What follows belongs to an exercise in optimizing a design on an open flow for small area, a short achievable clock period and few clock cycles; a production flow would make more cautious choices.
In this exercise RTL edits were held to simulation tests only and were not proved equivalent to the original.
Power is estimated from default activity; no workload was simulated.

== oak ==
==> flow/design.v (excerpt) <==
module MainDatapath(input  logic CLK, Reset,
                    output logic [31:0] imem_addr,
                    input  logic [31:0] imem_rdata,
                    output logic [31:0] dmem_addr,
                    output logic [31:0] dmem_wdata,
                    output logic [3:0]  dmem_wstrb,
                    input  logic [31:0] dmem_rdata);
    localparam logic [4:0] OP_LUI = 5'b01101, OP_AUIPC = 5'b00101, OP_JAL = 5'b11011,
                           OP_JALR = 5'b11001, OP_BR = 5'b11000, OP_LD = 5'b00000,
                           OP_ST = 5'b01000, OP_OPI = 5'b00100, OP_OP = 5'b01100;
    logic [31:2] pc;                   
    logic [31:0] ins;                  
    logic [31:0] opa, opb;             
    logic        dv, fw1a, fw1r, fw2a, fw2r, fww1, fww2, ldh;
    logic [31:0] m_res, m_addr, m_sdata;    
    logic [3:0]  m_wstrb;
    logic [4:0]  m_rd;
    logic        m_we, m_ld, m_add;
    logic [2:0]  m_f3;
    logic [31:0] w_val;                
    logic [4:0]  w_rd;
    logic        w_we;
    assign imem_addr = {pc, 2'b00};
    logic [4:0] opc, rd, rs1, rs2;
    logic [2:0] f3;
    assign opc = ins[6:2];
    assign f3  = ins[14:12];
    assign rd  = ins[11:7];
    assign rs1 = ins[19:15];
    assign rs2 = ins[24:20];
    logic is_lui, is_auipc, is_jal, is_jalr, is_br, is_ld, is_st, is_opi, is_op, is_add, wr;
    logic f_add, f_sub, is_sub;
    logic f_lui, f_auipc, f_jal, f_jalr, f_br, f_ld, f_st, f_opi, f_op, f_wr;
    assign f_lui   = imem_rdata[6:2] == OP_LUI;
    assign f_auipc = imem_rdata[6:2] == OP_AUIPC;
    assign f_jal   = imem_rdata[6:2] == OP_JAL;
    assign f_jalr  = imem_rdata[6:2] == OP_JALR;
    assign f_br    = imem_rdata[6:2] == OP_BR;
    assign f_ld    = imem_rdata[6:2] == OP_LD;
    assign f_st    = imem_rdata[6:2] == OP_ST;
    assign f_opi   = imem_rdata[6:2] == OP_OPI;
  ...
clock: 13.0 ns
lec_check: 0
cap_margin: 20
core_margin: 2
core_utilization: 40
cts_cluster_diameter: 60
cts_cluster_size: 25
slew_margin: 20
tns_end_percent: 20
standard.sh (not shown) runs the stock make flow with config.mk's settings and CLKGATE_MAP_FILE= SYNTH_SCRIPT=/design/flow/synth_recipe.tcl, a recipe that flattens the netlist after the stock synthesis.
==> flow/flow/run.sh <==
#!/bin/bash
set -o pipefail
export SETUP_SLACK_MARGIN=8.5
export BUFFER_PORTS_ARGS="-buffer_cell sky130_fd_sc_hd__buf_2"
bash standard.sh > standard.log 2>&1
Testbench counts of oak, summed over its fixed seeds: cycles 166,588.
The following lists how pine was set up differently from oak:
==> flow/flow/run.sh <==
#!/bin/bash
set -o pipefail
export SETUP_SLACK_MARGIN=8.25
export BUFFER_PORTS_ARGS="-buffer_cell sky130_fd_sc_hd__buf_2"
bash standard.sh > standard.log 2>&1
--- a/flow/config.mk
+++ b/flow/config.mk
@@ -10,5 +10,4 @@
 export CORE_UTILIZATION = 40
 export CTS_CLUSTER_DIAMETER = 60
-export CTS_CLUSTER_SIZE = 25
+export CTS_CLUSTER_SIZE = 20
 export SLEW_MARGIN = 20
-export TNS_END_PERCENT = 20
--- outcome ---
- Comparing met1 demand-to-capacity share in global routing for oak and pine, the smaller number came from pine.
- The standard cells in pine occupy less silicon area than those in oak do.
- pine against oak: combinational share of power went down 0.3 points, power consumed by the clock network fell about 1%, placed instance count about even.
- The fraction of area in registers in pine sits 0.76 points above the value recorded for oak.
> inputs changed (pine -> birch)
==> flow/flow/run.sh <==
#!/bin/bash
set -o pipefail
export SETUP_SLACK_MARGIN=8.5
export BUFFER_PORTS_ARGS="-buffer_cell sky130_fd_sc_hd__buf_2"
bash standard.sh > standard.log 2>&1
--- a/flow/config.mk
+++ b/flow/config.mk
@@ -12,2 +12,3 @@
 export CTS_CLUSTER_SIZE = 20
 export SLEW_MARGIN = 20
+export TNS_END_PERCENT = 20
==> notes.md <==
birch vs pine on total wire length after detailed routing: birch is the higher one. Compared with pine, birch shows net switching power figure higher by 1.1%. Maximum frequency from static timing analysis: birch > pine. Sort pine and birch by worst setup slack asc -> top: pine. Via count of the first global-routing pass was higher in birch than in pine. Going from pine to birch, relative slew slack went down 1.3 points; met2 wire length rose 1.1 mm. For birch, the startpoint of the worst setup timing path was imem_rdata[20], unlike pine, where it was imem_rdata[18]. met3 demand-to-capacity share in global routing ends up higher on birch.
Setup changes, birch to maple
--- a/flow/config.mk
+++ b/flow/config.mk
@@ -10,5 +10,4 @@
 export CORE_UTILIZATION = 40
 export CTS_CLUSTER_DIAMETER = 60
-export CTS_CLUSTER_SIZE = 20
+export CTS_CLUSTER_SIZE = 25
 export SLEW_MARGIN = 20
-export TNS_END_PERCENT = 20
--- outcome ---
On number of standard cells in the final layout excluding fillers, maple and birch are neck and neck.
Taking birch as the reference point, the via count of maple falls by 265.
Cmp maple and birch / fill cell total of the finished layout / lower: maple
Final net count: birch vs maple — no meaningful difference
Number of vias per cell down 0.61% in maple wrt birch
Compare maple and birch | maximum VDD drop higher: maple
Of the two candidates, birch has the better post-route clock skew and maple the worse one.

==> what the ideal ports hide <==
The flow's constraints put no driver on any port. The routed layouts listed below were extracted and timed again, unchanged, in two steps. Step 1 sets driving cells, clkbuf_16 on the clock port and buf_2 on the other inputs (assumed; they add their load-dependent delay and slew). Step 2 moves the port delays by t, midway between the first and last clock arrival at a register: inputs arrive t later, outputs are due t later. That takes back most of the time a late clock gives input paths. Slacks: ideal ports / drivers / drivers and shift; pairs: ideal ports / drivers.
| run | shift t [ns] | slack for setup (ns) | slew at the worst register clock pin (ns) |
|---|---|---|---|
| oak | 0.877 | 8.242 / 8.242 / 7.428 | 0.10 / 0.10 |
| pine | 0.844 | 8.128 / 8.166 / 7.346 | 0.09 / 0.09 |
| birch | 0.869 | 8.250 / 8.268 / 7.445 | 0.09 / 0.09 |
| maple | 0.879 | 8.288 / 8.288 / 7.574 | 0.10 / 0.10 |
After both steps setup and hold are still met in every run listed. The setup slack of oak, which loses most, moves by 0.000 ns with the drivers and by -0.814 ns with both steps.
